From an optimization exercise on the open Yosys and OpenROAD flow, aimed at small area; shortcuts taken in it are not production practice. Function was checked by simulation only, so behaviour that the tests miss may differ from the original. The flow treats the clock pin as an ideal source, which a real chip does not have. Power is estimated from default activity; no workload was simulated.

--- flow/config.mk ---
export PLATFORM = sky130hd
export DESIGN_NAME = CloclSystem
export DESIGN_NICKNAME = CloclSystem
export VERILOG_FILES = /design/flow/design.v
export SDC_FILE = /design/flow/constraint.sdc
export NUM_CORES = 4
export LEC_CHECK = 0
export CAP_MARGIN = 20
export CORE_MARGIN = 2
export CORE_UTILIZATION = 40
export PLACE_DENSITY = 0.6
export SLEW_MARGIN = 20
--- flow/constraint.sdc ---
create_clock -name core_clock -period 10.0 [get_ports {clk_50m}]
set_input_delay 2.0000 -clock core_clock [delete_from_list [all_inputs] [get_ports {clk_50m}]]
set_output_delay 2.0000 -clock core_clock [all_outputs]
set_load 0.01 [all_outputs]
--- flow/design.v ---
`timescale 1ns / 1ps
module CloclSystem(
    input clk_50m,
    input cr,
    input en,
    input [1:0] clock_set_select,alarm_set_select,
    input alarm_and_ratio_en,
    input confirm,
    input day_set,
    output alarm,
    output is_pm,
    output [6:0] seg,
    output [7:0] pos,
    output [7:0] output_second
    );
    reg [4:0] da;
    reg [3:0] dj;
    reg dh;
    wire a_end = da[4] & da[3];                  
    wire j9 = dj[3] & dj[0];                     
    wire clk_1k_w  = dj[0];
    wire clk_1hz_w = dh;
    wire clk_2hz_w = dj[3] | (dj[2] & (dj[1] | dj[0]));    
    wire tick_1k  = a_end & ~dj[0];
    wire tick_1hz = a_end & j9 & ~dh;
    always @(posedge clk_50m or negedge cr)
        if (!cr) begin
            da <= 5'd0;
            dj <= 4'd0;
            dh <= 1'b0;
        end else begin
            da[0] <= ~(da[0] | a_end);
            da[1] <= da[1] ^ da[0];
            da[2] <= da[2] ^ (da[1] & da[0]);
            da[3] <= ~a_end & (da[3] ^ (da[2] & da[1] & da[0]));
            da[4] <= (da[4] & ~da[3]) | (da[3] & da[2] & da[1] & da[0]);
            dj[0] <= dj[0] ^ a_end;
            dj[1] <= dj[1] ^ (a_end & dj[0] & ~dj[3]);
            dj[2] <= dj[2] ^ (a_end & dj[0] & dj[1]);
            dj[3] <= dj[3] ^ (a_end & dj[0] & (dj[3] | (dj[1] & dj[2])));
            dh <= dh ^ (a_end & j9);
        end
    reg [3:0] su, mu, hu;
    reg [2:0] st, mt;
    reg [1:0] ht;
    wire sec_clr = ~clock_set_select[1] & clock_set_select[0] & confirm;
    wire su9 = su[3] & su[0];
    wire st5 = st[2] & st[0];
    wire mu9 = mu[3] & mu[0];
    wire mt5 = mt[2] & mt[0];
    wire up_second = su9 & st5;
    wire up_minute = mu9 & mt5;
    wire min_en  = (up_second & (clock_set_select != 2'b01)) | (confirm & (clock_set_select == 2'b10));
    wire hour_en = (up_minute & up_second & (clock_set_select != 2'b10)) | (confirm & (clock_set_select == 2'b11));
    wire es = tick_1hz;
    wire est = es & su9;
    always @(posedge clk_50m or negedge cr)
        if (!cr) begin
            su <= 4'd0;
            st <= 3'd0;
        end else begin
            su[0] <= ~sec_clr & (su[0] ^ es);
            su[1] <= ~sec_clr & (su[1] ^ (es & su[0] & ~su[3]));
            su[2] <= ~sec_clr & (su[2] ^ (es & su[0] & su[1]));
            su[3] <= ~sec_clr & (su[3] ^ (es & su[0] & (su[3] | (su[1] & su[2]))));
            st[0] <= ~sec_clr & (st[0] ^ est);
            st[1] <= ~sec_clr & (st[1] ^ (est & st[0] & ~st[2]));
            st[2] <= ~sec_clr & (st[2] ^ (est & st[0] & (st[2] | st[1])));
        end
    wire em = tick_1hz & min_en;
    wire emt = em & mu9;
    always @(posedge clk_50m or negedge cr)
        if (!cr) begin
            mu <= 4'd0;
            mt <= 3'd0;
        end else begin
            mu[0] <= mu[0] ^ em;
            mu[1] <= mu[1] ^ (em & mu[0] & ~mu[3]);
            mu[2] <= mu[2] ^ (em & mu[0] & mu[1]);
            mu[3] <= mu[3] ^ (em & mu[0] & (mu[3] | (mu[1] & mu[2])));
            mt[0] <= mt[0] ^ emt;
            mt[1] <= mt[1] ^ (emt & mt[0] & ~mt[2]);
            mt[2] <= mt[2] ^ (emt & mt[0] & (mt[2] | mt[1]));
        end
    wire eh = tick_1hz & hour_en;
    always @(posedge clk_50m or negedge cr)
        if (!cr) begin
            hu <= 4'd0;
            ht <= 2'd0;
        end else begin
            hu[0] <= hu[0] ^ eh;
            hu[1] <= hu[1] ^ (eh & hu[0] & ~hu[3]);
            hu[2] <= hu[2] ^ (eh & hu[0] & hu[1] & ~ht[1]);
            hu[3] <= hu[3] ^ (eh & hu[0] & (hu[3] | (hu[1] & hu[2])));
            ht[0] <= ht[0] ^ (eh & hu[3] & hu[0]);
            ht[1] <= ht[1] ? ~(eh & hu[1] & hu[0]) : (eh & hu[3] & hu[0] & ht[0]);
        end
    reg [3:0] amu, ahu;
    reg [2:0] amt;
    reg [1:0] aht;
    wire eam = tick_1hz & en & confirm & ~alarm_set_select[1] & alarm_set_select[0];
    wire eah = tick_1hz & en & confirm & alarm_set_select[1] & ~alarm_set_select[0];
    wire eamt = eam & amu[3] & amu[0];
    always @(posedge clk_50m or negedge cr)
        if (!cr) begin
            amu <= 4'd0;
            amt <= 3'd0;
        end else begin
            amu[0] <= amu[0] ^ eam;
            amu[1] <= amu[1] ^ (eam & amu[0] & ~amu[3]);
            amu[2] <= amu[2] ^ (eam & amu[0] & amu[1]);
            amu[3] <= amu[3] ^ (eam & amu[0] & (amu[3] | (amu[1] & amu[2])));
            amt[0] <= amt[0] ^ eamt;
            amt[1] <= amt[1] ^ (eamt & amt[0] & ~amt[2]);
            amt[2] <= amt[2] ^ (eamt & amt[0] & (amt[2] | amt[1]));
        end
    always @(posedge clk_50m or negedge cr)
        if (!cr) begin
            ahu <= 4'd0;
            aht <= 2'd0;
        end else begin
            ahu[0] <= ahu[0] ^ eah;
            ahu[1] <= ahu[1] ^ (eah & ahu[0] & ~ahu[3]);
            ahu[2] <= ahu[2] ^ (eah & ahu[0] & ahu[1] & ~aht[1]);
            ahu[3] <= ahu[3] ^ (eah & ahu[0] & (ahu[3] | (ahu[1] & ahu[2])));
            aht[0] <= aht[0] ^ (eah & ahu[3] & ahu[0]);
            aht[1] <= aht[1] ? ~(eah & ahu[1] & ahu[0]) : (eah & ahu[3] & ahu[0] & aht[0]);
        end
    wire eq = ({ht, hu, mt, mu} == {aht, ahu, amt, amu});
    reg [4:0] ch;
    wire [4:0] hbin = {1'b0, hu} + {ht[1], ht[0], ht[1], ht[0], 1'b0};
    wire [4:0] h12 = (hbin == 5'd0) ? 5'd12 : (hbin > 5'd12) ? hbin - 5'd12 : hbin;
    wire [4:0] hch = day_set ? h12 : hbin;
    wire top_of_hour = ~(|{mt, mu, st, su});
    wire ch_nz = |ch;
    wire ech = tick_1hz & en;
    wire ch_load = ech & top_of_hour & (day_set | (|{ht, hu}));
    always @(posedge clk_50m or negedge cr)
        if (!cr)
            ch <= 5'd0;
        else if (ch_load)
            ch <= hch;
        else if (ech & ch_nz)
            ch <= ch - 5'd1;
    wire hour_alarm = en & clk_1hz_w & ch_nz;
    assign alarm = alarm_and_ratio_en & (hour_alarm | (eq & clk_2hz_w)) &
                   ~(|clock_set_select) & ~(|alarm_set_select);
    wire amode = alarm_set_select[0] ^ alarm_set_select[1];
    wire [3:0] dsu = amode ? 4'd0 : su;
    wire [2:0] dst = amode ? 3'd0 : st;
    wire [3:0] dmu = amode ? amu : mu;
    wire [2:0] dmt = amode ? amt : mt;
    wire [3:0] dhu = amode ? ahu : hu;
    wire [1:0] dht = amode ? aht : ht;
    assign output_second = {1'b0, dst, dsu};
    wire after_noon = dht[1] | (dht[0] & (dhu[3] | dhu[2] | (dhu[1] & dhu[0])));
    wire is_noon = dht[0] & ~dhu[3] & ~dhu[2] & dhu[1] & ~dhu[0];
    wire midnight = ~dht[1] & ~dht[0] & ~(|dhu);
    assign is_pm = day_set & (after_noon | is_noon);
    reg [3:0] hu12;
    reg [1:0] ht12;
    always @* begin
        hu12 = dhu;
        ht12 = dht;
        if (day_set) begin
            if (midnight) begin
                hu12 = 4'd2;
                ht12 = 2'd1;
            end else if (after_noon) begin
                if (dht[1] & ~dhu[1]) begin       
                    hu12 = {1'b1, 2'b00, dhu[0]};
                    ht12 = 2'd0;
                end else if (dht[1]) begin        
                    hu12 = {3'b000, dhu[0]};
                    ht12 = 2'd1;
                end else begin                    
                    hu12 = dhu - 4'd2;
                    ht12 = 2'd0;
                end
            end
        end
    end
    reg [2:0] sc;
    always @(posedge clk_50m or negedge cr)
        if (!cr)
            sc <= 3'd0;
        else if (tick_1k & en)
            sc <= {sc[1:0], ~sc[2]};
    wire p0 = ~sc[2] & ~sc[0];
    wire p1 = ~sc[1] &  sc[0];
    wire p2 = ~sc[2] &  sc[1];
    wire p3 =  sc[2] &  sc[0];
    wire p4 =  sc[1] & ~sc[0];
    wire p5 =  sc[2] & ~sc[1];
    wire [3:0] digit = ({4{p0}} & dsu) | ({4{p1}} & {1'b0, dst}) |
                       ({4{p2}} & dmu) | ({4{p3}} & {1'b0, dmt}) |
                       ({4{p4}} & hu12) | ({4{p5}} & {2'b00, ht12});
    wire d3 = digit[3] | ~cr;
    wire d2 = digit[2] & cr;
    wire d1 = digit[1] & cr;
    wire d0 = digit[0] & cr;
    wire s_one  = ~d3 & ~d2 & ~d1 & d0;
    wire s_four = d2 & ~d1 & ~d0;
    wire s_sev  = d2 & d1 & d0;
    assign seg[6] = s_one | s_four;
    assign seg[5] = d2 & (d1 ^ d0);
    assign seg[4] = ~d2 & d1 & ~d0;
    assign seg[3] = s_one | s_four | s_sev;
    assign seg[2] = d0 | (d2 & ~d1);
    assign seg[1] = (d1 & (~d2 | d0)) | (~d3 & ~d2 & d0);
    assign seg[0] = (~d3 & ~d2 & ~d1) | s_sev;
    assign pos = cr ? ~{2'b00, p5, p4, p3, p2, p1, p0} : 8'd0;
endmodule
--- flow/flow/run.sh ---
#!/bin/bash
# Own layout flow: the standard ORFS flow, with
#  - synthesis through flow/synth.tcl (standard synthesis, area-oriented ABC mapping),
#  - port buffers of the smallest buffer cell,
#  - CTS without dummy loads.
set -euo pipefail
W=$(pwd)
export FLOW_WORK=$W
export FLOW_ABC_SCRIPT=$W/flow/area.abc
bash standard.sh \
  SYNTH_SCRIPT=$W/flow/synth.tcl \
  "BUFFER_PORTS_ARGS=-buffer_cell sky130_fd_sc_hd__buf_1" \
  "CTS_ARGS=-sink_clustering_enable -repair_clock_nets -dont_use_dummy_load" \
  finish > $W/flow_make.log 2>&1
--- flow/flow/area.abc ---
strash
balance
rewrite
refactor
balance
rewrite
rewrite -z
balance
refactor -z
rewrite -z
balance
dch -f
map -a
topo
dnsize
--- flow/flow/synth.tcl ---
# Standard synthesis (synth_recipe.tcl) with an area-oriented technology mapping:
# no half/full-adder extraction, and ABC run with flow/area.abc without a delay target.
proc extract_fa {args} { }
proc abc {args} {
  set out {}
  set skip 0
  foreach a $args {
    if {$skip} { set skip 0; continue }
    if {$a eq "-script" || $a eq "-D" || $a eq "-constr"} { set skip 1; continue }
    lappend out $a
  }
  yosys abc -script $::env(FLOW_ABC_SCRIPT) {*}$out
}
source $::env(FLOW_WORK)/synth_recipe.tcl
--- flow/standard.sh ---
#!/bin/bash
# synth_recipe.tcl (not shown) runs the flow's synth.tcl, then flattens the netlist and writes it again
# the make line also repeats each setting of config.mk as NAME=value (left out here)
make -C /OpenROAD-flow-scripts/flow DESIGN_CONFIG=/design/flow/config.mk WORK_HOME=/design/flow/orfs CLKGATE_MAP_FILE= SYNTH_SCRIPT=/design/flow/synth_recipe.tcl "${@:-finish}"
==> tab_implementation.tex, run 1 <==
\begin{tabular}{lr}
\hline
Metric & Value \\
\hline
\multicolumn{2}{l}{\textbf{Run status}} \\
Result of the run & complete, no violations \\
\multicolumn{2}{l}{\textbf{Die}} \\
Die span in y & just over 90 microns \\
Starting utilization of the core area & 40.9\% \\
Die footprint & roughly 8500 sq um \\
Placement row count & 32 \\
DIE WIDTH & 92.4 microns \\
Number of top-level design ports & 35 \\
Placeable Area & 7650 sq um \\
\multicolumn{2}{l}{\textbf{Pwr}} \\
Power per standard cell area & 100 nW/um\^{}2 \\
Leakage power figure & 1.42 nW \\
Worst VDD drop & approximately 0.000053 V \\
\multicolumn{2}{l}{\textbf{Worst hold path}} \\
Hold Path Class & reg2reg \\
Instance count along the most critical hold path & 1 \\
\multicolumn{2}{l}{\textbf{CTS}} \\
CTS H-tree lvls & 2 \\
Number of hold buffers added after CTS & 0 \\
CTS tree & done \\
Clock Root Buffer & sky130\_fd\_sc\_hd\_\_clkbuf\_8 \\
Num Clock Sinks & 51 \\
Number of gates resized after CTS & 0 \\
Source-to-sink clock delay at the later pin of the worst-skew pair & just over 300 ps \\
Number of buffers on the longest clock path & 2 \\
Clock-pin slew on the worst setup and hold paths & around 100 ps \\
Total clock buffers created by CTS & 5 \\
Setup Buffers After CTS & 0 \\
\multicolumn{2}{l}{\textbf{Detailed routing}} \\
Initial detailed-routing violation count & 113 \\
Total via count after detailed routing & slightly below 3,000 \\
Wirelength per Cell & 13.2 microns \\
Post-detailed-route count of antenna-violating nets & 0 \\
DR DRC count & 0 \\
Wirelength, routed & roughly 7.7 mm \\
Via count normalized by instance count & approximately 5.1 \\
Total iterations of the first detailed-routing run & 4 \\
\multicolumn{2}{l}{\textbf{Worst setup path}} \\
CP Data Required Time & 8000 ps \\
Most frequent cell on the critical path & sky130\_fd\_sc\_hd\_\_nor2\_1 \\
Critical-path top delay cell & sky130\_fd\_sc\_hd\_\_o21ai\_0 \\
Endpoint kind of the worst setup timing path & output port \\
Category of the most critical setup path & in2out \\
Kind of launch point of the worst setup path & input pin \\
CP Data Arrival Time & 4880 ps \\
Max Fanout on Critical Path & 21 \\
Register-to-Register Setup Slack & 6810 ps \\
Ordered cell list for the critical path & buf\_1 -> clkinv\_1 -> nor2\_1 -> nor2\_1 -> buf\_4 -> o21ai\_0 -> nand2\_1 -> a21oi\_1 -> nor2\_1 -> nor2\_1 -> nor2\_1 -> o21ai\_0 -> o2111ai\_1 -> nand2\_1 -> clkinv\_1 -> a21oi\_1 -> o21ai\_0 -> buf\_1 \\
Slowest Stage Delay on Critical Path & between 600 and 700 ps \\
Worst r2r path cells & 15 \\
\multicolumn{2}{l}{\textbf{Synthesis}} \\
Commonest cells post-synth & sky130\_fd\_sc\_hd\_\_nor2\_1, sky130\_fd\_sc\_hd\_\_clkinv\_1, sky130\_fd\_sc\_hd\_\_nand2\_1 \\
Synth Instances & roughly 440 \\
Synthesized net count & roughly 450 \\
Cell taking the most area after synthesis & sky130\_fd\_sc\_hd\_\_dfrtp\_1 \\
Number of flops mapped to enable cells by yosys & 0 \\
Number of warnings printed during yosys synthesis & 1 \\
Synthesis-stage register bit count & 51 \\
Area share of the largest cell type after synthesis & 40.8\% \\
Most frequent cell after synthesis & sky130\_fd\_sc\_hd\_\_nor2\_1 \\
Leading cell types by total area after synthesis & sky130\_fd\_sc\_hd\_\_dfrtp\_1, sky130\_fd\_sc\_hd\_\_nor2\_1, sky130\_fd\_sc\_hd\_\_clkinv\_1 \\
Top\_reg\_cell synth & sky130\_fd\_sc\_hd\_\_dfrtp\_1 \\
Mean Syn Cell Area & 7.06 sq um \\
Sequential share of the synthesized area & roughly two fifths \\
Netlist Area Pre-Place & roughly 3100 sq um \\
Library cells used by synthesis & 31 \\
Async S/R FF share, synth & 100\% \\
\multicolumn{2}{l}{\textbf{STA}} \\
Final Hold Fails & 0 \\
Max Slew Vio Count & 0 \\
Setup repair after global routing missed its margin & no \\
Min Tclk post-route & roughly 6900 ps \\
Max-slew headroom at the worst pin & 49.5\% \\
Worst-margin pin slew & 749 ps \\
Max Freq & 145 MHz \\
Endpoints failing setup & 0 \\
Ratio of final minimum period to clock period & between 60\% and 70\% \\
Worst hold margin & 490 ps \\
Worst clock skew on the final layout & $\sim$25 ps \\
Setup TNS & 0 ps \\
\multicolumn{2}{l}{\textbf{Global routing}} \\
Total GRT Usage & between 10\% and 20\% \\
Global-route wire length before repair & approximately 13 mm \\
Via count of the first global-routing pass & approximately 2,800 \\
Maximum number of pins on one net before global-route repair & 56 \\
Initial antenna violation count & 0 \\
GR Overflow Total & 0 \\
\multicolumn{2}{l}{\textbf{Finish}} \\
Count of nets after finishing & 492 \\
Multi-input combinational cell area & 1540 sq um \\
Filler Cell Count & between 800 and 900 \\
Ratio of cells with drive above 1 in the final layout & 2.08\% \\
Register Area & around 1300 sq um \\
Antenna Cells & 0 \\
Synthesis-to-layout area growth & 10.0\% \\
\multicolumn{2}{l}{\textbf{Flow run}} \\
Max Cap Violations & 0 \\
\multicolumn{2}{l}{\textbf{Place}} \\
Detailed Place HPWL & $\sim$6.0 mm \\
Final weighted congestion in routability-driven placement & about 0.90 \\
Total of buffers placed on input and output ports & 33 \\
\hline
\end{tabular}
stage by stage:
| stage | worst slack [ps] | cell area [sq um] | total power, mW | util [%] | instances |
|---|---|---|---|---|---|
| after floorplan | 3540 | 3130 | 0.226 | - | 443 |
| after detailed placement | 3150 | 3370 | 0.238 | 44.1 | 577 |
| after global routing | 2640 | 3440 | 0.363 | 45.0 | 582 |
| final | 3120 | 3440 | 0.345 | 45.0 | 582 |
| after global placement | 3330 | 3370 | 0.237 | 44.1 | 577 |
| after CTS | 3120 | 3440 | 0.350 | 45.0 | 582 |
critical path: cells and delay by family:
kind | cells | cell delay [ps]
AO/OA/AOI/OAI | 6 | 1460
AND/OR/NAND/NOR | 7 | 810
buffers and inverters | 5 | 600
area by class of cell:
| cell class | instances | area share [%] |
|---|---|---|
| multi-input combinational | 313 | 44.8 |
| timing repair buffer | 35 | 4.07 |
| inverter | 76 | 8.29 |
| sequential | 51 | 37.1 |
| tap | 102 | 3.71 |
| clock buffer | 5 | 2.00 |
worst paths after layout:
kind | start | to
max | alarm_set_select[1] | seg[3]
min | da[3]$_DFF_PN0_ | da[4]$_DFF_PN0_
max reg2reg | da[3]$_DFF_PN0_ | ch[3]$_DFFE_PN0P_
min reg2reg | da[3]$_DFF_PN0_ | da[4]$_DFF_PN0_
max in group asynchronous | cr | hu[1]$_DFF_PN0_
min in group asynchronous | cr | da[4]$_DFF_PN0_
layer usage:
metal	GRT usage [%]	up-vias	part of all wire, %
li1	-	1531	-
met5	0	-	0
met2	31.4	74	46
met1	27.8	1330	48
met4	4.98	0	0.99
met3	2.85	6	5.2
cell families (layout without fill, tap and decap cells):
logic type | count (synthesis) | count (layout) | share of synthesized area, %
AND/OR/NAND/NOR | 198 | 198 | 26.0
AO/OA/AOI/OAI | 93 | 93 | 17.3
buffers and inverters | 79 | 116 | 9.85
flip-flops | 51 | 51 | 40.8
XOR/XNOR | 21 | 21 | 5.88
other | 1 | 1 | 0.120
power by group:
part	leakage (nW)	internal [mW]	switching, mW
clock network	0.0359	0.0454	0.0663
registers	0.640	0.206	0.000294
logic	0.742	0.00653	0.0201
total	1.42	0.258	0.0868
flip-flops by register name (all words and copies together) (netlist names):
signal	flops
ch	5
su	4
amt	3
mu	4
ahu	4
hu	4
da	5
dj	4
amu	4
sc	3
ht	2
mt	3
dh	1
aht	2
st	3
placed cells by master, fill, tap and decap left out, types with 2 or more instances in the layout:
cell	instances
sky130_fd_sc_hd__a31oi_1	3
sky130_fd_sc_hd__nand3b_1	2
sky130_fd_sc_hd__nor4_1	5
sky130_fd_sc_hd__o21ai_0	38
sky130_fd_sc_hd__o221ai_1	2
sky130_fd_sc_hd__nand2_1	63
sky130_fd_sc_hd__o2111ai_1	3
sky130_fd_sc_hd__dfrtp_1	51
sky130_fd_sc_hd__a311oi_1	2
sky130_fd_sc_hd__clkbuf_8	5
sky130_fd_sc_hd__nand4_1	5
sky130_fd_sc_hd__and3_1	2
sky130_fd_sc_hd__nor3_1	13
sky130_fd_sc_hd__nand3_1	10
sky130_fd_sc_hd__nor2_1	97
sky130_fd_sc_hd__buf_1	32
sky130_fd_sc_hd__buf_4	2
sky130_fd_sc_hd__o22ai_1	7
sky130_fd_sc_hd__xor2_1	20
sky130_fd_sc_hd__a21oi_1	26
sky130_fd_sc_hd__a22oi_1	4
sky130_fd_sc_hd__clkinv_1	76
==> run 2: changes to the inputs <==
==> flow/flow/area.abc (replaced) <==
strash
balance -l
resub -K 6 -l
rewrite -l
resub -K 6 -N 2 -l
refactor -l
resub -K 8 -l
balance -l
resub -K 8 -N 2 -l
rewrite -l
resub -K 10 -l
rewrite -z -l
resub -K 10 -N 2 -l
balance -l
resub -K 12 -l
refactor -z -l
resub -K 12 -N 2 -l
rewrite -z -l
balance -l
dch -f
amap -F 100 -A 100
strash
balance -l
resub -K 6 -l
rewrite -l
resub -K 6 -N 2 -l
refactor -l
resub -K 8 -l
balance -l
resub -K 8 -N 2 -l
rewrite -l
resub -K 10 -l
rewrite -z -l
resub -K 10 -N 2 -l
balance -l
resub -K 12 -l
refactor -z -l
resub -K 12 -N 2 -l
rewrite -z -l
balance -l
dch -f
amap -F 100 -A 100
==> tab_implementation.tex, run 2 <==
\begin{tabular}{lr}
\hline
Metric & Value \\
\hline
\multicolumn{2}{l}{\textbf{Pwr}} \\
Portion of total power attributed to sequential cells & 57.3\% (-2.6 points) \\
Leakage power figure & 1.24 nW (-13\%) \\
Part of the power in the clock network & 30.5\% (-1.9 points) \\
Net Sw Power & 0.0981 mW (+13\%) \\
Worst VDD drop & 0.0000573 V (+8.0\%) \\
Power per standard cell area & 110 nW/um\^{}2 (+10\%) \\
Switching share of power & 27.0\% (+1.8 points) \\
Comb power frac & 12.2\% (+4.5 points) \\
Internal & 0.266 mW (+3.0\%) \\
Post-route total power & 0.364 mW (+5.5\%) \\
\multicolumn{2}{l}{\textbf{Die}} \\
Starting utilization of the core area & 41.3\% (+0.39 points) \\
DIE WIDTH & 90.3 microns (-2.3\%) \\
Placement row count & 31 (-3.1\%) \\
Placeable Area & 7210 sq um (-5.7\%) \\
Number of top-level design ports & 35 (unchanged) \\
Die span in y & 90.3 microns (-2.3\%) \\
Die footprint & 8150 sq um (-4.6\%) \\
\multicolumn{2}{l}{\textbf{Worst setup path}} \\
Slowest Stage Delay on Critical Path & 490 ps (-120 ps) \\
Cell family with the largest share of critical-path delay & compound AO/OA/AOI/OAI gates \\
Worst Path Buf+Inv & 5 (unchanged) \\
Endpoint kind of the worst setup timing path & output port \\
Kind of launch point of the worst setup path & input pin \\
Category of the most critical setup path & in2out \\
Max Fanout on Critical Path & 19 (-9.5\%) \\
Critical-path top delay cell & sky130\_fd\_sc\_hd\_\_o22ai\_1 \\
CP Data Arrival Time & 5500 ps (+620 ps) \\
CP Data Required Time & 8000 ps (about the same) \\
Ordered cell list for the critical path & buf\_1 -> clkinv\_1 -> o22ai\_1 -> buf\_4 -> clkinv\_1 -> o22ai\_1 -> nand2\_1 -> nor4\_1 -> o21ai\_0 -> nor2b\_1 -> o22a\_1 -> o2111ai\_1 -> nor4\_1 -> nor2b\_1 -> or3\_1 -> buf\_1 \\
\multicolumn{2}{l}{\textbf{Global routing}} \\
GR Overflow Total & 0 (unchanged) \\
Global-route wire length before repair & 14.2 mm (+6.1\%) \\
Maximum number of pins on one net before global-route repair & 57 (+1.8\%) \\
Via count of the first global-routing pass & 2,931 (+3.7\%) \\
Total GRT Usage & 21.4\% (+1.8 points) \\
Initial antenna violation count & 0 (unchanged) \\
\multicolumn{2}{l}{\textbf{STA}} \\
Worst-margin pin slew & 698 ps (-50.9 ps) \\
Min Tclk post-route & 7500 ps (+620 ps) \\
Ratio of final minimum period to clock period & 75.0\% (+6.2 points) \\
Worst clock skew on the final layout & 28.8 ps (+3.33 ps) \\
Endpoints failing setup & 0 (unchanged) \\
Setup TNS & 0 ps (unchanged) \\
Setup repair after global routing missed its margin & no \\
Max Freq & 133 MHz (-8.3\%) \\
Max Slew Vio Count & 0 (unchanged) \\
Final WS setup & 2500 ps (-620 ps) \\
Max-slew headroom at the worst pin & 53.4\% (+3.9 points) \\
Final Hold Fails & 0 (unchanged) \\
Worst hold margin & 489 ps (-1.62 ps) \\
\multicolumn{2}{l}{\textbf{CTS}} \\
Number of gates resized after CTS & 0 (unchanged) \\
CTS tree & done \\
Clock Root Buffer & sky130\_fd\_sc\_hd\_\_clkbuf\_8 \\
Total clock buffers created by CTS & 5 (unchanged) \\
Setup Buffers After CTS & 0 (unchanged) \\
Number of hold buffers added after CTS & 0 (unchanged) \\
Number of buffers on the longest clock path & 2 (unchanged) \\
Num Clock Sinks & 51 (unchanged) \\
Source-to-sink clock delay at the later pin of the worst-skew pair & 320 ps (about the same) \\
CTS H-tree lvls & 2 (unchanged) \\
Clock-pin slew on the worst setup and hold paths & 100 ps (about the same) \\
\multicolumn{2}{l}{\textbf{Place}} \\
Standard cell area after detailed placement & 3230 sq um (-4.3\%) \\
Final weighted congestion in routability-driven placement & 0.914 (+2.1\%) \\
Total of buffers placed on input and output ports & 33 (unchanged) \\
Detailed Place HPWL & 6.40 mm (+6.1\%) \\
Worst slack at placement & 2580 ps (-571 ps) \\
Placed instance count & 523 (-9.4\%) \\
\multicolumn{2}{l}{\textbf{Finish}} \\
Most frequent standard cell in the layout excluding fill and tap cells & sky130\_fd\_sc\_hd\_\_nor2\_1 \\
Antenna Cells & 0 (unchanged) \\
Largest registers & ch (5), da (5) \\
Leading cell types in the layout, fill and taps excluded & sky130\_fd\_sc\_hd\_\_nor2\_1, sky130\_fd\_sc\_hd\_\_clkinv\_1, sky130\_fd\_sc\_hd\_\_dfrtp\_1 \\
Synthesis-to-layout area growth & 10.7\% \\
Final standard cell count with taps included and fillers excluded & 528 (-9.3\%) \\
Final non-filler cell area & 3300 sq um (-4.2\%) \\
Filler Cell Count & 738 (-8.0\%) \\
Ratio of cells with drive above 1 in the final layout & 2.10\% (+0.015 points) \\
Count of nets after finishing & 441 (-10\%) \\
Final Util & 45.7\% (+0.70 points) \\
\multicolumn{2}{l}{\textbf{Synthesis}} \\
Commonest cells post-synth & sky130\_fd\_sc\_hd\_\_nor2\_1, sky130\_fd\_sc\_hd\_\_clkinv\_1, sky130\_fd\_sc\_hd\_\_dfrtp\_1 \\
Number of warnings printed during yosys synthesis & 1 (unchanged) \\
Mean Syn Cell Area & 7.61 sq um (+7.9\%) \\
Async S/R FF share, synth & 100\% (unchanged) \\
Netlist Area Pre-Place & 2980 sq um (-4.8\%) \\
Leading cell types by total area after synthesis & sky130\_fd\_sc\_hd\_\_dfrtp\_1, sky130\_fd\_sc\_hd\_\_nor2\_1, sky130\_fd\_sc\_hd\_\_clkinv\_1 \\
Library cells used by synthesis & 37 (+19\%) \\
Area share of the largest cell type after synthesis & 42.9\% (+2.0 points) \\
Synthesis-stage register bit count & 51 (unchanged) \\
Synthesized net count & 401 (-11\%) \\
Most frequent cell after synthesis & sky130\_fd\_sc\_hd\_\_nor2\_1 \\
Synth Instances & 391 (-12\%) \\
Sequential share of the synthesized area & 42.9\% (+2.0 points) \\
Number of flops mapped to enable cells by yosys & 0 (unchanged) \\
Cell taking the most area after synthesis & sky130\_fd\_sc\_hd\_\_dfrtp\_1 \\
Top\_reg\_cell synth & sky130\_fd\_sc\_hd\_\_dfrtp\_1 \\
\multicolumn{2}{l}{\textbf{Detailed routing}} \\
DR DRC count & 0 (unchanged) \\
Post-detailed-route count of antenna-violating nets & 0 (unchanged) \\
Wirelength per Cell & 15.6 microns (+18\%) \\
Initial detailed-routing violation count & 235 (+110\%) \\
Total via count after detailed routing & 2,970 (+0.99\%) \\
Wirelength, routed & 8.21 mm (+6.8\%) \\
Total iterations of the first detailed-routing run & 4 (unchanged) \\
Via count normalized by instance count & 5.63 (+11\%) \\
\multicolumn{2}{l}{\textbf{Flow run}} \\
Max Cap Violations & 0 (unchanged) \\
\multicolumn{2}{l}{\textbf{Worst hold path}} \\
Hold Path Class & reg2reg \\
\multicolumn{2}{l}{\textbf{Run status}} \\
Result of the run & complete, no violations \\
\hline
\end{tabular}
## run 2: logic make-up after synthesis
family                 synth area share [%]
AOI/OAI and AO/OA                      26.6
buffers and inverters                  8.95
DFF                                    42.9
other                                 0.126
and+or+nand+nor                        21.5
## run 2: final cells by class
class	instances	area, sq um	share of cell area (%)
tap	99	124	3.76
inverter	65	244	7.40
timing repair buffer	36	148	4.48
clock buffer	5	68.8	2.09
multi-input combinational	272	1440	43.5
sequential	51	1280	38.7
## run 2: path summary, 6_finish.rpt
check / start / end / slack, ps / cells past startpoint
min in group asynchronous: cr / dj[3]$_DFF_PN0_ / 1840 / 2
worst min register to register: da[4]$_DFF_PN0_ / da[0]$_DFF_PN0_ / 490 / 1
worst min-delay path: da[4]$_DFF_PN0_ / da[0]$_DFF_PN0_ / 490 / 1
worst max-delay path: alarm_set_select[1] / seg[3] / 2500 / 16
worst max register to register: ht[1]$_DFF_PN0_ / ch[2]$_DFFE_PN0P_ / 7110 / 12
max in group asynchronous: cr / amu[0]$_DFF_PN0_ / 7680 / 2
## run 2: per-layer routing
metal  vias up  track usage, %  routed length (microns)
met3        12            4.51                      505
met1      1394            30.4                     3940
li1       1470               -                        -
met5         -               0                        0
met4         0            6.28                      114
met2        94            33.1                     3650
## run 2: power by group through the flow
stage / Sequential, mW / Combinational, mW / Clock, mW
after global placement: 0.213 / 0.0436 / 0
after floorplan: 0.212 / 0.0272 / 0
after CTS: 0.209 / 0.0445 / 0.114
after detailed placement: 0.213 / 0.0444 / 0
final: 0.209 / 0.0444 / 0.111
after global routing: 0.209 / 0.0502 / 0.124
==> run 3: changes to the inputs <==
==> flow/flow/run.sh (replaced) <==
#!/bin/bash
# Own layout flow: the standard ORFS flow, with
#  - synthesis through flow/synth.tcl (standard synthesis, area-oriented ABC mapping),
#  - port buffers of the smallest buffer cell,
#  - CTS without dummy loads, then clock buffers downsized (flow/post_cts.tcl)
#    while the flip-flop clock-pin slew stays under 115 ps.
set -euo pipefail
W=$(pwd)
export FLOW_WORK=$W
export FLOW_ABC_SCRIPT=$W/flow/area.abc
bash standard.sh \
  SYNTH_SCRIPT=$W/flow/synth.tcl \
  "BUFFER_PORTS_ARGS=-buffer_cell sky130_fd_sc_hd__buf_1" \
  "CTS_ARGS=-sink_clustering_enable -repair_clock_nets -dont_use_dummy_load" \
  POST_CTS_TCL=$W/flow/post_cts.tcl \
  finish > $W/flow_make.log 2>&1
==> flow/flow/post_cts.tcl (new file) <==
# Downsize clock-tree buffers while the flip-flop clock-pin slew stays well under the limit.
proc my_clk_slew_max {} {
  set m 0.0
  foreach pin [all_registers -clock_pins -edge_triggered] {
    foreach e {rise fall} {
      foreach a {min max} {
        set ps [expr {[sta::time_ui_sta [get_property $pin slew_${a}_$e]] * 1e12}]
        if {$ps > $m} { set m $ps }
      }
    }
  }
  return $m
}
set_propagated_clock [all_clocks]
set my_slew_limit 115.0
set my_order {sky130_fd_sc_hd__clkbuf_1 sky130_fd_sc_hd__clkbuf_2 sky130_fd_sc_hd__clkbuf_4 sky130_fd_sc_hd__clkbuf_8 sky130_fd_sc_hd__clkbuf_16}
estimate_parasitics -placement
puts "post_cts: clock-pin slew before [my_clk_slew_max] ps"
# leaf buffers first, then the buffers nearer the root
set my_bufs {}
foreach inst [[ord::get_db_block] getInsts] {
  if {[string match "clkbuf_*" [$inst getName]]} { lappend my_bufs $inst }
}
set my_bufs [lsort -decreasing -command {apply {{a b} {string compare [$a getName] [$b getName]}}} $my_bufs]
foreach inst $my_bufs {
  set name [$inst getName]
  set cur [[$inst getMaster] getName]
  if {![string match "sky130_fd_sc_hd__clkbuf_*" $cur] || ![string match "clkbuf_*" $name]} { continue }
  foreach cand $my_order {
    if {$cand eq $cur} { break }
    replace_cell $name $cand
    estimate_parasitics -placement
    if {[my_clk_slew_max] <= $my_slew_limit && [sta::max_slew_violation_count] == 0 && [sta::max_capacitance_violation_count] == 0} {
      puts "post_cts: $name $cur -> $cand"
      set cur $cand
      break
    }
    replace_cell $name $cur
  }
}
estimate_parasitics -placement
puts "post_cts: clock-pin slew after [my_clk_slew_max] ps"
detailed_placement
--- a/flow/flow/synth.tcl
+++ b/flow/flow/synth.tcl
@@ -11,4 +11,6 @@
   }
   yosys abc -script $::env(FLOW_ABC_SCRIPT) {*}$out
 }
+# pass-through wires get the smallest buffer
+proc insbuf {args} { yosys insbuf -buf sky130_fd_sc_hd__buf_1 A X }
 source $::env(FLOW_WORK)/synth_recipe.tcl
==> tab_implementation.tex, run 3 <==
\begin{tabular}{lr}
\hline
Metric & Value \\
\hline
\multicolumn{2}{l}{\textbf{Synthesis}} \\
Synthesized net count & 401 (unchanged) \\
Synthesis-stage register bit count & 51 (unchanged) \\
Leading cell types by total area after synthesis & sky130\_fd\_sc\_hd\_\_dfrtp\_1, sky130\_fd\_sc\_hd\_\_nor2\_1, sky130\_fd\_sc\_hd\_\_clkinv\_1 \\
Area share of the largest cell type after synthesis & 43.0\% (+0.16 points) \\
Most frequent cell after synthesis & sky130\_fd\_sc\_hd\_\_nor2\_1 \\
Library cells used by synthesis & 37 (unchanged) \\
Synth Instances & 391 (unchanged) \\
Cell taking the most area after synthesis & sky130\_fd\_sc\_hd\_\_dfrtp\_1 \\
Sequential share of the synthesized area & 43.0\% (+0.16 points) \\
Mean Syn Cell Area & 7.58 sq um (-0.38\%) \\
Top\_reg\_cell synth & sky130\_fd\_sc\_hd\_\_dfrtp\_1 \\
Async S/R FF share, synth & 100\% (unchanged) \\
Netlist Area Pre-Place & 2970 sq um (-0.38\%) \\
Commonest cells post-synth & sky130\_fd\_sc\_hd\_\_nor2\_1, sky130\_fd\_sc\_hd\_\_clkinv\_1, sky130\_fd\_sc\_hd\_\_dfrtp\_1 \\
Number of warnings printed during yosys synthesis & 1 (unchanged) \\
Number of flops mapped to enable cells by yosys & 0 (unchanged) \\
\multicolumn{2}{l}{\textbf{STA}} \\
Setup repair after global routing missed its margin & no \\
Final Hold Fails & 0 (unchanged) \\
Ratio of final minimum period to clock period & 74.9\% (about the same) \\
Worst hold margin & 488 ps (-1.11 ps) \\
Worst-margin pin slew & 764 ps (+65.5 ps) \\
Max Freq & 133 MHz (about the same) \\
Min Tclk post-route & 7490 ps (-6.30 ps) \\
Worst clock skew on the final layout & 26.0 ps (-2.80 ps) \\
Endpoints failing setup & 0 (unchanged) \\
Max-slew headroom at the worst pin & 48.7\% (-4.8 points) \\
Final WS setup & 2510 ps (+6.30 ps) \\
Setup TNS & 0 ps (unchanged) \\
Max Slew Vio Count & 0 (unchanged) \\
\multicolumn{2}{l}{\textbf{Worst setup path}} \\
Critical-path top delay cell & sky130\_fd\_sc\_hd\_\_o22ai\_1 \\
Worst Path Buf+Inv & 5 (unchanged) \\
Max Fanout on Critical Path & 19 (unchanged) \\
Slowest Stage Delay on Critical Path & 500 ps (about the same) \\
CP Data Arrival Time & 5490 ps (about the same) \\
Category of the most critical setup path & in2out \\
Ordered cell list for the critical path & buf\_1 -> clkinv\_1 -> o22ai\_1 -> buf\_4 -> clkinv\_1 -> o22ai\_1 -> nand2\_1 -> nor4\_1 -> o21ai\_0 -> nor2b\_1 -> o22a\_1 -> o2111ai\_1 -> nor4\_1 -> nor2b\_1 -> or3\_1 -> buf\_1 \\
Cell family with the largest share of critical-path delay & compound AO/OA/AOI/OAI gates \\
Endpoint kind of the worst setup timing path & output port \\
CP Data Required Time & 8000 ps (about the same) \\
Kind of launch point of the worst setup path & input pin \\
\multicolumn{2}{l}{\textbf{Pwr}} \\
Post-route total power & 0.352 mW (-3.2\%) \\
Part of the power in the clock network & 28.1\% (-2.4 points) \\
Comb power frac & 12.6\% (+0.4 points) \\
Switching share of power & 27.0\% (about the same) \\
Internal & 0.257 mW (-3.2\%) \\
Net Sw Power & 0.0950 mW (-3.2\%) \\
Portion of total power attributed to sequential cells & 59.2\% (+1.9 points) \\
Power per standard cell area & 107 nW/um\^{}2 (-2.9\%) \\
Leakage power figure & 1.23 nW (-0.49\%) \\
Worst VDD drop & 0.0000504 V (-12\%) \\
\multicolumn{2}{l}{\textbf{Global routing}} \\
Via count of the first global-routing pass & 2,741 (-6.5\%) \\
GR Overflow Total & 0 (unchanged) \\
Initial antenna violation count & 0 (unchanged) \\
Global-route wire length before repair & 13.6 mm (-4.6\%) \\
Met1 track demand over resource in global routing & 28.9\% (-1.5 points) \\
Met2 Usage GRT & 33.3\% (+0.19 points) \\
Met3 capacity usage during global routing & 3.35\% (-1.2 points) \\
GR peak layer & met2 \\
Maximum number of pins on one net before global-route repair & 56 (-1.8\%) \\
Total GRT Usage & 20.6\% (-0.78 points) \\
\multicolumn{2}{l}{\textbf{Finish}} \\
Final standard cell count with taps included and fillers excluded & 528 (unchanged) \\
Synthesis-to-layout area growth & 10.8\% (about the same) \\
Leading cell types in the layout, fill and taps excluded & sky130\_fd\_sc\_hd\_\_nor2\_1, sky130\_fd\_sc\_hd\_\_clkinv\_1, sky130\_fd\_sc\_hd\_\_dfrtp\_1 \\
Most frequent standard cell in the layout excluding fill and tap cells & sky130\_fd\_sc\_hd\_\_nor2\_1 \\
Largest registers & ch (5), da (5) \\
Filler Cell Count & 765 (+3.7\%) \\
Register Area & 1280 sq um (unchanged) \\
Multi-input combinational cell area & 1430 sq um (about the same) \\
Count of nets after finishing & 441 (unchanged) \\
Final non-filler cell area & 3280 sq um (-0.34\%) \\
Ratio of cells with drive above 1 in the final layout & 1.86\% (-0.23 points) \\
Antenna Cells & 0 (unchanged) \\
Final Util & 45.5\% (-0.16 points) \\
\multicolumn{2}{l}{\textbf{Detailed routing}} \\
Total iterations of the first detailed-routing run & 5 (+1) \\
Post-detailed-route count of antenna-violating nets & 0 (unchanged) \\
Wirelength per Cell & 15.4 microns (-0.71\%) \\
Wirelength, routed & 8.15 mm (-0.71\%) \\
Via count normalized by instance count & 5.60 (-0.37\%) \\
Total via count after detailed routing & 2,959 (-0.37\%) \\
Initial detailed-routing violation count & 164 (-30\%) \\
DR DRC count & 0 (unchanged) \\
\multicolumn{2}{l}{\textbf{Die}} \\
Starting utilization of the core area & 41.1\% (-0.16 points) \\
Placement row count & 31 (unchanged) \\
Placeable Area & 7210 sq um (unchanged) \\
DIE WIDTH & 90.1 microns (-0.18\%) \\
Die footprint & 8120 sq um (-0.37\%) \\
Die span in y & 90.1 microns (-0.18\%) \\
Number of top-level design ports & 35 (unchanged) \\
\multicolumn{2}{l}{\textbf{Place}} \\
Worst slack at placement & 2640 ps (+62.2 ps) \\
Detailed Place HPWL & 6.43 mm (+0.55\%) \\
Placed instance count & 523 (unchanged) \\
Standard cell area after detailed placement & 3230 sq um (about the same) \\
Final weighted congestion in routability-driven placement & 0.914 (about the same) \\
Total of buffers placed on input and output ports & 33 (unchanged) \\
\multicolumn{2}{l}{\textbf{Flow run}} \\
Max Cap Violations & 0 (unchanged) \\
\multicolumn{2}{l}{\textbf{Worst hold path}} \\
Hold Path Class & reg2reg \\
\multicolumn{2}{l}{\textbf{CTS}} \\
Source-to-sink clock delay at the later pin of the worst-skew pair & 570 ps (+250 ps) \\
Clock-pin slew on the worst setup and hold paths & 100 ps (about the same) \\
Num Clock Sinks & 51 (unchanged) \\
CTS tree & done \\
\multicolumn{2}{l}{\textbf{Run status}} \\
Result of the run & complete, no violations \\
\hline
\end{tabular}
[run 3: changes by cell type in the layout (fill, tap and decap cells not counted)]
cell	delta
sky130_fd_sc_hd__a2111oi_0	+1
sky130_fd_sc_hd__a2111oi_1	-1
sky130_fd_sc_hd__clkbuf_1	+1
sky130_fd_sc_hd__clkbuf_8	-1
[run 3: routing by layer]
metal	vias to the layer above	wire (microns)
met5	-	0
met4	0	119
met1	1382	3890
met3	10	478
met2	98	3660
li1	1469	-
[run 3: power groups by stage]
stage	Sequential, mW	Combinational [mW]	Clock (mW)
floorplan	0.212	0.0267	0
global route	0.209	0.0496	0.110
finish	0.209	0.0445	0.0991
detailed placement	0.213	0.0444	0
global placement	0.213	0.0438	0
[run 3: final cells by class]
cell class | count | share of cell area, %
flip-flops and latches | 51 | 38.9
well taps | 99 | 3.77
clock buffers | 5 | 1.79
multi-input cells | 272 | 43.7
inverters | 65 | 7.43
repair buffers | 36 | 4.50
[run 3: worst paths after layout]
kind	startpoint	to	slack, ps	depth (start not counted)
worst min register to register	da[4]$_DFF_PN0_	da[0]$_DFF_PN0_	490	1
worst min-delay path	da[4]$_DFF_PN0_	da[0]$_DFF_PN0_	490	1
worst max-delay path	alarm_set_select[1]	seg[3]	2510	16
max in group asynchronous	cr	ch[3]$_DFFE_PN0P_	7840	2
min in group asynchronous	cr	st[1]$_DFF_PN0_	1690	2
worst max register to register	ht[1]$_DFF_PN0_	ch[1]$_DFFE_PN0P_	7070	12
[run 3: kinds of logic (layout without fill, tap and decap cells)]
| family | after synthesis | after routing | share of synthesized area (%) |
|---|---|---|---|
| buf+inv | 68 | 106 | 8.61 |
| simple gates | 146 | 146 | 21.6 |
| other cells | 1 | 1 | 0.126 |
| flops | 51 | 51 | 43.0 |
| compound gates | 125 | 125 | 26.7 |
==> run 4: changes to the inputs <==
--- a/flow/design.v
+++ b/flow/design.v
@@ -40,9 +40,9 @@
             dj[3] <= dj[3] ^ (a_end & dj[0] & (dj[3] | (dj[1] & dj[2])));
             dh <= dh ^ (a_end & j9);
         end
-    reg [3:0] su, mu, hu;
+    reg [3:0] su, mu;
     reg [2:0] st, mt;
-    reg [1:0] ht;
+    reg [4:0] hb;        
     wire sec_clr = ~clock_set_select[1] & clock_set_select[0] & confirm;
     wire su9 = su[3] & su[0];
     wire st5 = st[2] & st[0];
@@ -84,20 +84,13 @@
         end
     wire eh = tick_1hz & hour_en;
     always @(posedge clk_50m or negedge cr)
-        if (!cr) begin
-            hu <= 4'd0;
-            ht <= 2'd0;
-        end else begin
-            hu[0] <= hu[0] ^ eh;
-            hu[1] <= hu[1] ^ (eh & hu[0] & ~hu[3]);
-            hu[2] <= hu[2] ^ (eh & hu[0] & hu[1] & ~ht[1]);
-            hu[3] <= hu[3] ^ (eh & hu[0] & (hu[3] | (hu[1] & hu[2])));
-            ht[0] <= ht[0] ^ (eh & hu[3] & hu[0]);
-            ht[1] <= ht[1] ? ~(eh & hu[1] & hu[0]) : (eh & hu[3] & hu[0] & ht[0]);
-        end
-    reg [3:0] amu, ahu;
+        if (!cr)
+            hb <= 5'd0;
+        else if (eh)
+            hb <= (hb == 5'd23) ? 5'd0 : hb + 5'd1;
+    reg [3:0] amu;
     reg [2:0] amt;
-    reg [1:0] aht;
+    reg [4:0] ahb;       
     wire eam = tick_1hz & en & confirm & ~alarm_set_select[1] & alarm_set_select[0];
     wire eah = tick_1hz & en & confirm & alarm_set_select[1] & ~alarm_set_select[0];
     wire eamt = eam & amu[3] & amu[0];
@@ -115,26 +108,19 @@
             amt[2] <= amt[2] ^ (eamt & amt[0] & (amt[2] | amt[1]));
         end
     always @(posedge clk_50m or negedge cr)
-        if (!cr) begin
-            ahu <= 4'd0;
-            aht <= 2'd0;
-        end else begin
-            ahu[0] <= ahu[0] ^ eah;
-            ahu[1] <= ahu[1] ^ (eah & ahu[0] & ~ahu[3]);
-            ahu[2] <= ahu[2] ^ (eah & ahu[0] & ahu[1] & ~aht[1]);
-            ahu[3] <= ahu[3] ^ (eah & ahu[0] & (ahu[3] | (ahu[1] & ahu[2])));
-            aht[0] <= aht[0] ^ (eah & ahu[3] & ahu[0]);
-            aht[1] <= aht[1] ? ~(eah & ahu[1] & ahu[0]) : (eah & ahu[3] & ahu[0] & aht[0]);
-        end
-    wire eq = ({ht, hu, mt, mu} == {aht, ahu, amt, amu});
+        if (!cr)
+            ahb <= 5'd0;
+        else if (eah)
+            ahb <= (ahb == 5'd23) ? 5'd0 : ahb + 5'd1;
+    wire eq = ({hb, mt, mu} == {ahb, amt, amu});
     reg [4:0] ch;
-    wire [4:0] hbin = {1'b0, hu} + {ht[1], ht[0], ht[1], ht[0], 1'b0};
+    wire [4:0] hbin = hb;
     wire [4:0] h12 = (hbin == 5'd0) ? 5'd12 : (hbin > 5'd12) ? hbin - 5'd12 : hbin;
     wire [4:0] hch = day_set ? h12 : hbin;
     wire top_of_hour = ~(|{mt, mu, st, su});
     wire ch_nz = |ch;
     wire ech = tick_1hz & en;
-    wire ch_load = ech & top_of_hour & (day_set | (|{ht, hu}));
+    wire ch_load = ech & top_of_hour & (day_set | (|hb));
     always @(posedge clk_50m or negedge cr)
         if (!cr)
             ch <= 5'd0;
@@ -150,36 +136,13 @@
     wire [2:0] dst = amode ? 3'd0 : st;
     wire [3:0] dmu = amode ? amu : mu;
     wire [2:0] dmt = amode ? amt : mt;
-    wire [3:0] dhu = amode ? ahu : hu;
-    wire [1:0] dht = amode ? aht : ht;
+    wire [4:0] dhb = amode ? ahb : hb;
     assign output_second = {1'b0, dst, dsu};
-    wire after_noon = dht[1] | (dht[0] & (dhu[3] | dhu[2] | (dhu[1] & dhu[0])));
-    wire is_noon = dht[0] & ~dhu[3] & ~dhu[2] & dhu[1] & ~dhu[0];
-    wire midnight = ~dht[1] & ~dht[0] & ~(|dhu);
-    assign is_pm = day_set & (after_noon | is_noon);
-    reg [3:0] hu12;
-    reg [1:0] ht12;
-    always @* begin
-        hu12 = dhu;
-        ht12 = dht;
-        if (day_set) begin
-            if (midnight) begin
-                hu12 = 4'd2;
-                ht12 = 2'd1;
-            end else if (after_noon) begin
-                if (dht[1] & ~dhu[1]) begin       
-                    hu12 = {1'b1, 2'b00, dhu[0]};
-                    ht12 = 2'd0;
-                end else if (dht[1]) begin        
-                    hu12 = {3'b000, dhu[0]};
-                    ht12 = 2'd1;
-                end else begin                    
-                    hu12 = dhu - 4'd2;
-                    ht12 = 2'd0;
-                end
-            end
-        end
-    end
+    assign is_pm = day_set & (dhb >= 5'd12);
+    wire [4:0] dv = ~day_set ? dhb : (dhb == 5'd0) ? 5'd12 : (dhb > 5'd12) ? dhb - 5'd12 : dhb;
+    wire [1:0] ht12 = (dv >= 5'd20) ? 2'd2 : (dv >= 5'd10) ? 2'd1 : 2'd0;
+    wire [4:0] hu12w = dv - {ht12[1], ht12[0], ht12[1], ht12[0], 1'b0};
+    wire [3:0] hu12 = hu12w[3:0];
     reg [2:0] sc;
     always @(posedge clk_50m or negedge cr)
         if (!cr)
==> tab_implementation.tex, run 4 <==
\begin{tabular}{lr}
\hline
Metric & Value \\
\hline
\multicolumn{2}{l}{\textbf{Detailed routing}} \\
Wirelength per Cell & 14.5 microns (-5.9\%) \\
Initial detailed-routing violation count & 149 (-9.1\%) \\
Wirelength, routed & 7.40 mm (-9.3\%) \\
Total via count after detailed routing & 2,744 (-7.3\%) \\
DR DRC count & 0 (unchanged) \\
Total iterations of the first detailed-routing run & 5 (unchanged) \\
Post-detailed-route count of antenna-violating nets & 0 (unchanged) \\
Via count normalized by instance count & 5.39 (-3.8\%) \\
\multicolumn{2}{l}{\textbf{Synthesis}} \\
Top\_reg\_cell synth & sky130\_fd\_sc\_hd\_\_dfrtp\_1 \\
Library cells used by synthesis & 35 (-5.4\%) \\
Mean Syn Cell Area & 7.56 sq um (-0.31\%) \\
Leading cell types by total area after synthesis & sky130\_fd\_sc\_hd\_\_dfrtp\_1, sky130\_fd\_sc\_hd\_\_nor2\_1, sky130\_fd\_sc\_hd\_\_clkinv\_1 \\
Cell taking the most area after synthesis & sky130\_fd\_sc\_hd\_\_dfrtp\_1 \\
Sequential share of the synthesized area & 43.1\% (+0.096 points) \\
Async S/R FF share, synth & 100\% (unchanged) \\
Most frequent cell after synthesis & sky130\_fd\_sc\_hd\_\_nor2\_1 \\
Number of warnings printed during yosys synthesis & 1 (unchanged) \\
Number of flops mapped to enable cells by yosys & 0 (unchanged) \\
Area share of the largest cell type after synthesis & 43.1\% (+0.096 points) \\
Synthesized net count & 386 (-3.7\%) \\
Netlist Area Pre-Place & 2840 sq um (-4.1\%) \\
Synth Instances & 376 (-3.8\%) \\
Synthesis-stage register bit count & 49 (-3.9\%) \\
Commonest cells post-synth & sky130\_fd\_sc\_hd\_\_nor2\_1, sky130\_fd\_sc\_hd\_\_clkinv\_1, sky130\_fd\_sc\_hd\_\_dfrtp\_1 \\
\multicolumn{2}{l}{\textbf{CTS}} \\
Num Clock Sinks & 49 (-3.9\%) \\
Source-to-sink clock delay at the later pin of the worst-skew pair & 520 ps (-50 ps) \\
CTS tree & done \\
Clock-pin slew on the worst setup and hold paths & 90 ps (about the same) \\
\multicolumn{2}{l}{\textbf{Finish}} \\
Filler Cell Count & 711 (-7.1\%) \\
Antenna Cells & 0 (unchanged) \\
Ratio of cells with drive above 1 in the final layout & 1.69\% (-0.17 points) \\
Synthesis-to-layout area growth & 10.6\% \\
Leading cell types in the layout, fill and taps excluded & sky130\_fd\_sc\_hd\_\_nor2\_1, sky130\_fd\_sc\_hd\_\_clkinv\_1, sky130\_fd\_sc\_hd\_\_dfrtp\_1 \\
Most frequent standard cell in the layout excluding fill and tap cells & sky130\_fd\_sc\_hd\_\_nor2\_1 \\
Count of nets after finishing & 425 (-3.6\%) \\
Final standard cell count with taps included and fillers excluded & 509 (-3.6\%) \\
\multicolumn{2}{l}{\textbf{Worst hold path}} \\
Hold Path Class & reg2reg \\
Worst-case hold path end point & da[0]\$\_DFF\_PN0\_ \\
Instance count along the most critical hold path & 1 (unchanged) \\
Startpoint of the most critical hold path & da[4]\$\_DFF\_PN0\_ \\
\multicolumn{2}{l}{\textbf{Worst setup path}} \\
R2r endpoint & ahb[3]\$\_DFFE\_PN0P\_ \\
Crit Reg-Reg Startpoint & da[3]\$\_DFF\_PN0\_ \\
Kind of launch point of the worst setup path & input pin \\
Max Fanout on Critical Path & 20 (+1) \\
CP Data Required Time & 8000 ps (about the same) \\
CP Data Arrival Time & 6250 ps (+760 ps) \\
Endpoint kind of the worst setup timing path & output port \\
Category of the most critical setup path & in2out \\
Worst r2r path cells & 14 (+2) \\
Register-to-Register Setup Slack & 6710 ps (-360 ps) \\
\multicolumn{2}{l}{\textbf{Die}} \\
DIE WIDTH & 88.3 microns (-2.0\%) \\
Placement row count & 30 (-3.2\%) \\
Die span in y & 88.3 microns (-2.0\%) \\
Die footprint & 7800 sq um (-4.0\%) \\
Starting utilization of the core area & 41.6\% (+0.51 points) \\
Number of top-level design ports & 35 (unchanged) \\
Placeable Area & 6830 sq um (-5.3\%) \\
\multicolumn{2}{l}{\textbf{STA}} \\
Setup repair after global routing missed its margin & no \\
Min Tclk post-route & 8250 ps (+752 ps) \\
Endpoints failing setup & 0 (unchanged) \\
Worst-margin pin slew & 727 ps (-37.4 ps) \\
Max-slew headroom at the worst pin & 51.2\% (+2.5 points) \\
Max Slew Vio Count & 0 (unchanged) \\
Ratio of final minimum period to clock period & 82.5\% (+7.5 points) \\
Final Hold Fails & 0 (unchanged) \\
Worst clock skew on the final layout & 12.1 ps (-13.9 ps) \\
Max Freq & 121 MHz (-9.1\%) \\
Setup TNS & 0 ps (unchanged) \\
\multicolumn{2}{l}{\textbf{Pwr}} \\
Worst VDD drop & 0.0000876 V (+74\%) \\
Post-route total power & 0.348 mW (-1.2\%) \\
Power per standard cell area & 111 nW/um\^{}2 (+3.2\%) \\
Leakage power figure & 1.19 nW (-3.4\%) \\
\multicolumn{2}{l}{\textbf{Place}} \\
Total of buffers placed on input and output ports & 33 (unchanged) \\
Placed instance count & 504 (-3.6\%) \\
Final weighted congestion in routability-driven placement & 0.917 (+0.37\%) \\
Detailed Place HPWL & 5.80 mm (-9.9\%) \\
\multicolumn{2}{l}{\textbf{Global routing}} \\
Maximum number of pins on one net before global-route repair & 54 (-3.6\%) \\
Total GRT Usage & 20.4\% (-0.20 points) \\
GR Overflow Total & 0 (unchanged) \\
Initial antenna violation count & 0 (unchanged) \\
Global-route wire length before repair & 12.4 mm (-8.8\%) \\
Via count of the first global-routing pass & 2,531 (-7.7\%) \\
\multicolumn{2}{l}{\textbf{Flow run}} \\
Max Cap Violations & 0 (unchanged) \\
\multicolumn{2}{l}{\textbf{Run status}} \\
Result of the run & complete, no violations \\
\hline
\end{tabular}
## run 4: power by group
part	switching (mW)	total [mW]	leakage, nW	internal [mW]
sequential	0.00181	0.202	0.582	0.200
combinational	0.0366	0.0533	0.582	0.0166
clock	0.0604	0.0931	0.0274	0.0327
## run 4: logic make-up (layout without fill, tap and decap cells)
kind of cell / after synthesis / count (layout) / synth area share (%)
simple gates: 138 / 138 / 20.9
compound gates: 116 / 116 / 26.3
buf+inv: 72 / 109 / 9.51
flops: 49 / 49 / 43.1
other cells: 1 / 1 / 0.132
## run 4: layout make-up
cell class | count | area, sq um | area share, %
clock buffers | 5 | 52.6 | 1.67
inverters | 69 | 259 | 8.24
multi-input cells | 255 | 1350 | 42.8
flip-flops and latches | 49 | 1230 | 39.0
well taps | 96 | 120 | 3.82
repair buffers | 35 | 140 | 4.46
## run 4: through the flow
stage                     area (sq um)  hold slack, ps  setup slack (ps)  utilization (%)
after floorplan                   2840             454              1890                -
after global placement            3090             473              2130             45.3
after detailed placement          3090             476              1860             45.3
after global routing              3140             519              1320             46.0
final                             3140             485              1750             46.0
## run 4: how the worst max path moves through the flow
| stage | start | endpoint | slack (ps) |
|---|---|---|---|
| floorplan | alarm_set_select[1] | seg[3] | 1890 |
| global placement | alarm_set_select[0] | seg[6] | 2130 |
| detailed placement | alarm_set_select[0] | seg[1] | 1860 |
| global route | alarm_set_select[0] | seg[1] | 1320 |
| finish | alarm_set_select[0] | seg[1] | 1750 |
## run 4: per-layer routing
layer  share of wire [%]  routed length [microns]  track usage, %  vias to the layer above
li1                    -                        -               -                     1405
met1                  48                     3560            28.3                     1293
met2                  48                     3580            33.8                       37
met3                 2.3                      171            2.80                        9
met4                 1.3                       95            5.51                        0
met5                   0                        0               0                        -
## run 4: worst max-delay path, cell delays in order
cell and delay, ps:
sky130_fd_sc_hd__buf_1 150, sky130_fd_sc_hd__clkinv_1 110, sky130_fd_sc_hd__o22ai_1 170, sky130_fd_sc_hd__buf_4 260
sky130_fd_sc_hd__clkinv_1 310, sky130_fd_sc_hd__o22ai_1 370, sky130_fd_sc_hd__nor2_1 90, sky130_fd_sc_hd__o21ai_0 270
sky130_fd_sc_hd__a21oi_1 110, sky130_fd_sc_hd__o221ai_1 270, sky130_fd_sc_hd__o21a_1 160, sky130_fd_sc_hd__nor2_1 40
sky130_fd_sc_hd__nor2_1 200, sky130_fd_sc_hd__clkinv_1 110, sky130_fd_sc_hd__nor2_1 140, sky130_fd_sc_hd__clkinv_1 130
sky130_fd_sc_hd__nor2_1 120, sky130_fd_sc_hd__nor2_1 50, sky130_fd_sc_hd__a21oi_1 190, sky130_fd_sc_hd__or2_0 240
sky130_fd_sc_hd__o21ai_0 110, sky130_fd_sc_hd__nor3_1 160, sky130_fd_sc_hd__and3_1 200, sky130_fd_sc_hd__nand2b_1 100
sky130_fd_sc_hd__buf_1 160
==> run 5: changes to the inputs <==
==> flow/flow/run.sh (replaced) <==
#!/bin/bash
# Own layout flow: the standard ORFS flow, with
#  - synthesis through flow/synth.tcl: the standard synthesis, but no half/full-adder
#    extraction and an area-oriented ABC mapping. Four ABC scripts (flow/abc_*.abc) are tried
#    in parallel, each in a full synthesis run of its own, and the smallest netlist is kept;
#  - port buffers of the smallest buffer cell;
#  - CTS without dummy loads, then clock buffers downsized (flow/post_cts.tcl)
#    while the flip-flop clock-pin slew stays under 115 ps.
set -euo pipefail
W=$(pwd)
export FLOW_WORK=$W
ARGS=(SYNTH_SCRIPT=$W/flow/synth.tcl
  "BUFFER_PORTS_ARGS=-buffer_cell sky130_fd_sc_hd__buf_1"
  "CTS_ARGS=-sink_clustering_enable -repair_clock_nets -dont_use_dummy_load"
  POST_CTS_TCL=$W/flow/post_cts.tcl)
R=results/$FLOW_PLATFORM/CloclSystem/base
REP=reports/$FLOW_PLATFORM/CloclSystem/base

# synthesis candidates: the first in the standard flow's own work folder, the others beside it
CANDS=(ds0 ds2 ds3 fast)
for i in "${!CANDS[@]}"; do
  c=${CANDS[$i]}
  if [[ $i == 0 ]]; then
    FLOW_ABC_SCRIPT=$W/flow/abc_$c.abc bash standard.sh "${ARGS[@]}" synth > $W/synth_$c.log 2>&1 &
  else
    sed "s#WORK_HOME=[^ ]*#WORK_HOME=$W/try_$c#" standard.sh > $W/try_$c.sh
    FLOW_ABC_SCRIPT=$W/flow/abc_$c.abc bash $W/try_$c.sh "${ARGS[@]}" synth > $W/synth_$c.log 2>&1 &
  fi
done
wait

area() { awk '/Chip area/ {print $NF}' "$1/$REP/synth_stat.txt"; }
best=$W/orfs
best_area=$(area $W/orfs)
echo "candidate ${CANDS[0]}: $best_area" > $W/synth_pick.log
for c in "${CANDS[@]:1}"; do
  a=$(area $W/try_$c || echo 1e9)
  echo "candidate $c: $a" >> $W/synth_pick.log
  if awk -v a="$a" -v b="$best_area" 'BEGIN {exit !(a < b)}'; then best=$W/try_$c; best_area=$a; fi
done
echo "kept $best ($best_area)" >> $W/synth_pick.log
if [[ $best != $W/orfs ]]; then
  cp $best/$R/1_2_yosys.v $W/orfs/$R/1_2_yosys.v
  cp $best/$REP/synth_stat.txt $W/orfs/$REP/synth_stat.txt
  rm -f $W/orfs/$R/1_synth.odb $W/orfs/$R/1_synth.sdc
fi

bash standard.sh "${ARGS[@]}" finish > $W/flow_make.log 2>&1
==> flow/flow/abc_ds0.abc (new file) <==
strash
&get -n
&deepsyn -T 60 -I 4 -S 0
&put
dch -f
amap -F 100 -A 100
==> flow/flow/abc_ds2.abc (new file) <==
strash
&get -n
&deepsyn -T 60 -I 4 -S 2
&put
dch -f
amap -F 100 -A 100
==> flow/flow/abc_ds3.abc (new file) <==
strash
&get -n
&deepsyn -T 60 -I 4 -S 3
&put
dch -f
amap -F 100 -A 100
==> flow/flow/abc_fast.abc (new file) <==
strash
balance -l
resub -K 6 -l
rewrite -l
resub -K 6 -N 2 -l
refactor -l
resub -K 8 -l
balance -l
resub -K 8 -N 2 -l
rewrite -l
resub -K 10 -l
rewrite -z -l
resub -K 10 -N 2 -l
balance -l
resub -K 12 -l
refactor -z -l
resub -K 12 -N 2 -l
rewrite -z -l
balance -l
dch -f
amap -F 100 -A 100
strash
balance -l
resub -K 6 -l
rewrite -l
resub -K 6 -N 2 -l
refactor -l
resub -K 8 -l
balance -l
resub -K 8 -N 2 -l
rewrite -l
resub -K 10 -l
rewrite -z -l
resub -K 10 -N 2 -l
balance -l
resub -K 12 -l
refactor -z -l
resub -K 12 -N 2 -l
rewrite -z -l
balance -l
dch -f
amap -F 100 -A 100
removed: flow/flow/area.abc
==> tab_implementation.tex, run 5 <==
\begin{tabular}{lr}
\hline
Metric & Value \\
\hline
\multicolumn{2}{l}{\textbf{Run status}} \\
Result of the run & complete, no violations \\
\multicolumn{2}{l}{\textbf{Worst setup path}} \\
Slowest Stage Delay on Critical Path & 520 ps (+150 ps) \\
Endpoint kind of the worst setup timing path & output port \\
CP Data Required Time & 8000 ps (about the same) \\
Ordered cell list for the critical path & buf\_1 -> clkinv\_1 -> o22ai\_1 -> buf\_4 -> clkinv\_1 -> o22ai\_1 -> clkinv\_1 -> or2\_0 -> o21a\_1 -> o311ai\_0 -> o2111ai\_1 -> nor4\_1 -> nor2b\_1 -> or2\_0 -> buf\_1 \\
\multicolumn{2}{l}{\textbf{STA}} \\
Max Slew Vio Count & 0 (unchanged) \\
Worst clock skew on the final layout & 29.8 ps (+17.8 ps) \\
Max-slew headroom at the worst pin & 49.1\% (-2.1 points) \\
Worst hold margin & 492 ps (+6.41 ps) \\
Setup TNS & 0 ps (unchanged) \\
Min Tclk post-route & 7510 ps (-732 ps) \\
Final Hold Fails & 0 (unchanged) \\
\multicolumn{2}{l}{\textbf{Detailed routing}} \\
Via count normalized by instance count & 5.42 (+0.60\%) \\
Uppermost signal routing layer after detailed routing & met4 \\
Initial detailed-routing violation count & 174 (+17\%) \\
Wirelength, routed & 7.15 mm (-3.4\%) \\
\multicolumn{2}{l}{\textbf{Synthesis}} \\
Top\_reg\_cell synth & sky130\_fd\_sc\_hd\_\_dfrtp\_1 \\
Synth Instances & 370 (-1.6\%) \\
Area share of the largest cell type after synthesis & 43.5\% (+0.40 points) \\
Netlist Area Pre-Place & 2820 sq um (-0.92\%) \\
Leading cell types by total area after synthesis & sky130\_fd\_sc\_hd\_\_dfrtp\_1, sky130\_fd\_sc\_hd\_\_nor2\_1, sky130\_fd\_sc\_hd\_\_clkinv\_1 \\
Commonest cells post-synth & sky130\_fd\_sc\_hd\_\_nor2\_1, sky130\_fd\_sc\_hd\_\_clkinv\_1, sky130\_fd\_sc\_hd\_\_dfrtp\_1 \\
Async S/R FF share, synth & 100\% (unchanged) \\
Library cells used by synthesis & 35 (unchanged) \\
\multicolumn{2}{l}{\textbf{Die}} \\
Die footprint & 7730 sq um (-0.88\%) \\
Starting utilization of the core area & 41.5\% (-0.16 points) \\
Number of top-level design ports & 35 (unchanged) \\
\multicolumn{2}{l}{\textbf{Pwr}} \\
Worst VDD drop & 0.0000537 V (-39\%) \\
Power per standard cell area & 109 nW/um\^{}2 (-1.7\%) \\
\multicolumn{2}{l}{\textbf{Finish}} \\
Most frequent standard cell in the layout excluding fill and tap cells & sky130\_fd\_sc\_hd\_\_nor2\_1 \\
Leading cell types in the layout, fill and taps excluded & sky130\_fd\_sc\_hd\_\_nor2\_1, sky130\_fd\_sc\_hd\_\_clkinv\_1, sky130\_fd\_sc\_hd\_\_dfrtp\_1 \\
Final standard cell count with taps included and fillers excluded & 503 (-1.2\%) \\
\multicolumn{2}{l}{\textbf{Global routing}} \\
Initial antenna violation count & 0 (unchanged) \\
\multicolumn{2}{l}{\textbf{CTS}} \\
Num Clock Sinks & 49 (unchanged) \\
\hline
\end{tabular}
[run 5: power by group through the flow]
stage	registers [mW]	clock network [mW]	logic [mW]
after floorplan	0.204	0	0.0302
after global placement	0.204	0	0.0473
after detailed placement	0.204	0	0.0478
after global routing	0.201	0.102	0.0544
final	0.200	0.0910	0.0478
[run 5: area by class of cell]
cell class                 instances  area, sq um
fill                             708         3680
multi-input combinational        254         1340
sequential                        49         1230
inverter                          64          240
timing repair buffer              35          140
tap                               96          120
clock buffer                       5         52.6
[run 5: path summary, 6_finish.rpt]
path	startpoint	to	slack [ps]	cells past startpoint
worst min register to register	da[4]$_DFF_PN0_	da[0]$_DFF_PN0_	490	1
worst min-delay path	da[4]$_DFF_PN0_	da[0]$_DFF_PN0_	490	1
max in group asynchronous	cr	mu[3]$_DFF_PN0_	7980	2
min in group asynchronous	cr	mu[2]$_DFF_PN0_	1580	2
worst max register to register	da[3]$_DFF_PN0_	ahb[3]$_DFFE_PN0P_	7170	12
worst max-delay path	alarm_set_select[1]	seg[6]	2490	15
[run 5: metrics by stage]
stage	total power, mW	cell area (sq um)	setup slack (ps)
2_1_floorplan	0.234	2820	2770
3_3_place_gp	0.252	3070	2750
3_5_place_dp	0.252	3070	2520
5_1_grt	0.357	3120	2050
6_report	0.339	3120	2490
[run 5: kinds of logic (layout without fill, tap and decap cells)]
family | after synthesis | in the layout | share of synthesized area (%)
flip-flops | 49 | 49 | 43.5
AND/OR/NAND/NOR | 147 | 147 | 23.1
AO/OA/AOI/OAI | 106 | 106 | 24.3
buffers and inverters | 67 | 104 | 8.93
other | 1 | 1 | 0.133
[run 5: per-layer routing]
layer	vias up	global-route usage [%]
li1	1385	-
met1	1247	29.7
met3	9	4.05
met5	-	0
met4	0	4.48
met2	87	30.1
